Source: an optimization exercise on an open RTL-to-GDS flow (aim: small area). Production flows keep margins and buffers that such runs may drop.
The RTL was checked by simulation tests, not by an equivalence proof against the original design.
Power and IR drop assume default switching activity.

## rvsteel_core
module rvsteel_core #(
  parameter     [31:0]  BOOT_ADDRESS = 32'h00000000
  ) (
  input  wire           clock,
  input  wire           reset,
  input  wire           halt,
  output wire   [31:0]  rw_address,
  input  wire   [31:0]  read_data,
  output wire           read_request,
  input  wire           read_response,
  output wire   [31:0]  write_data,
  output wire   [3:0 ]  write_strobe,
  output wire           write_request,
  input  wire           write_response,
  input  wire           irq_external,
  output wire           irq_external_response,
  input  wire           irq_timer,
  output wire           irq_timer_response,
  input  wire           irq_software,
  output wire           irq_software_response,
  input  wire   [15:0]  irq_fast,
  output wire   [15:0]  irq_fast_response,
  input  wire   [63:0]  real_time_clock
  );
export LEC_CHECK = 0
export CAP_MARGIN = 20
export CORE_MARGIN = 2
export CORE_UTILIZATION = 25
export PLACE_DENSITY = 0.3
export SLEW_MARGIN = 20
export SYNTH_HIERARCHICAL = 1
export SYNTH_MINIMUM_KEEP_SIZE = 0
create_clock -name core_clock -period 20.0 [get_ports {clock}]
run.sh (not shown) runs the stock make flow with config.mk's settings and CLKGATE_MAP_FILE= SYNTH_SCRIPT=/design/flow/synth_recipe.tcl, a recipe that flattens the netlist after the stock synthesis.
Next try:
CAP_MARGIN = 10   (was 20)
CORE_UTILIZATION = 35   (was 25)
CTS_BUF_LIST = sky130_fd_sc_hd__clkbuf_8   (was default)
PLACE_DENSITY = 0.4   (was 0.3)
SETUP_SLACK_MARGIN = 0.1   (was default)
SLEW_MARGIN = 10   (was 20)
Outcome:
- The changed run produced a clean layout
- design area fell by 2.6%
- non-clock buffer count went down by 5
- clock power falls by 17%
- setup slack is worse by 120 ps
- final cell count went down by 9.4%
Next try:
==> flow/flow/run.sh (new file) <==
#!/bin/bash
# Standard layout, with two changes: clock tree synthesis without dummy loads,
# and small buffers (buf_1) on the input and output ports.
set -e
export CTS_ARGS="-sink_clustering_enable -repair_clock_nets -dont_use_dummy_load"
export BUFFER_PORTS_ARGS="-buffer_cell sky130_fd_sc_hd__buf_1"
bash standard.sh > standard.log 2>&1
==> flow/standard.sh (new file) <==
#!/bin/bash
# synth_recipe.tcl (not shown) runs the flow's synth.tcl, then flattens the netlist and writes it again
# the make line also repeats each setting of config.mk as NAME=value (left out here)
make -C /OpenROAD-flow-scripts/flow DESIGN_CONFIG=/design/flow/config.mk WORK_HOME=/design/flow/orfs CLKGATE_MAP_FILE= SYNTH_SCRIPT=/design/flow/synth_recipe.tcl "${@:-finish}"
removed: flow/run.sh
What happened:
- via count shrinks by a few percent
- first-iteration DRC count shrinks by a few percent
- cell count shrinks by a few percent

* * *

## rev 12
rvsteel_core, a different RTL version from the one above (not shown whole).
Size in the first run: roughly 1500 flip-flops, ~210 I/O pins.
==> flow/design.v (excerpt) <==
module rvsteel_core #(
  parameter     [31:0]  BOOT_ADDRESS = 32'h00000000
  ) (
  input  wire           clock,
  input  wire           reset,
  input  wire           halt,
  output wire   [31:0]  rw_address,
  input  wire   [31:0]  read_data,
  output wire           read_request,
  input  wire           read_response,
  output wire   [31:0]  write_data,
  output wire   [3:0 ]  write_strobe,
  output wire           write_request,
  input  wire           write_response,
  input  wire           irq_external,
  output wire           irq_external_response,
  input  wire           irq_timer,
  output wire           irq_timer_response,
  input  wire           irq_software,
  output wire           irq_software_response,
  input  wire   [15:0]  irq_fast,
  output wire   [15:0]  irq_fast_response,
  input  wire   [63:0]  real_time_clock
  );
export LEC_CHECK = 0
export CAP_MARGIN = 10
export CORE_MARGIN = 2
export CORE_UTILIZATION = 42
export PLACE_DENSITY = 0.48
export SETUP_SLACK_MARGIN = 0.1
export SLEW_MARGIN = 10
export SYNTH_HIERARCHICAL = 1
export SYNTH_MINIMUM_KEEP_SIZE = 0
create_clock -name core_clock -period 20.0 [get_ports {clock}]
standard.sh (not shown) runs the stock make flow with config.mk's settings and CLKGATE_MAP_FILE= SYNTH_SCRIPT=/design/flow/synth_recipe.tcl, a recipe that flattens the netlist after the stock synthesis.
==> flow/flow/run.sh <==
#!/bin/bash
# Standard layout, with two changes: clock tree synthesis with clkbuf_8 buffers
# and without dummy loads, and small buffers (buf_1) on the input and output ports.
set -e
export CTS_ARGS="-sink_clustering_enable -repair_clock_nets -dont_use_dummy_load -buf_list sky130_fd_sc_hd__clkbuf_8"
export BUFFER_PORTS_ARGS="-buffer_cell sky130_fd_sc_hd__buf_1"
bash standard.sh > standard.log 2>&1
What rev 13 does differently from rev 12 at the input level:
- changing CORE_UTILIZATION from 42 to 35
- changing SLEW_MARGIN from 10 to 5
- changing PLACE_DENSITY from 0.48 to 0.4
- changing CAP_MARGIN from 10 to 5
--- outcome ---
From rev 12 to rev 13 the numbers moved as follows: initial cell density of the core went down, sequential share of cell area went down. Route | rev 13 vs rev 12 | wire longer in rev 13. Cell area | rev 13 vs rev 12 | rev 13 larger. Taking rev 12 as the reference, in rev 13 total area of multi-input combinational cells ~0 delta; worst setup slack lower; fill cell instance count of the final layout grew by 4152.

## separate check: timing with driven ports
How much do the figures lean on ideal ports? The routed layouts below were timed once more, with nothing changed but the port constraints.
Step 1 assumes that a clkbuf_16 drives the clock port and a buf_2 every other input.
Step 2 adds t to the input delays and takes it off the output delays; t is the mean of the earliest and latest rising clock arrival at the registers after step 1. Input paths then give back, and output paths get back, about the clock's delay inside the block.
Slacks: ideal / step 1 / step 2; pairs: ideal / step 1.
run	shift t [ns]	setup WS [ns]	slew at the worst register clock pin (ns)	worst data-port slew with drivers (ns)
the first run of note 1	0.960	0.535 / 0.515 / -0.126	0.10 / 0.10	0.06
the second run of note 1	1.123	0.417 / 0.393 / -0.314	0.08 / 0.08	0.06
the third run of note 1	0.884	0.388 / 0.189 / -0.143	0.07 / 0.07	0.21
rev 12	1.103	0.522 / 0.493 / -0.243	0.07 / 0.07	0.06
rev 13	1.117	0.389 / 0.283 / -0.198	0.07 / 0.07	0.14
Met with ideal ports but missed after step 2: setup timing in every run listed. The setup slack of rev 12, which loses most, moves by -0.029 ns with the drivers and by -0.765 ns with both steps.
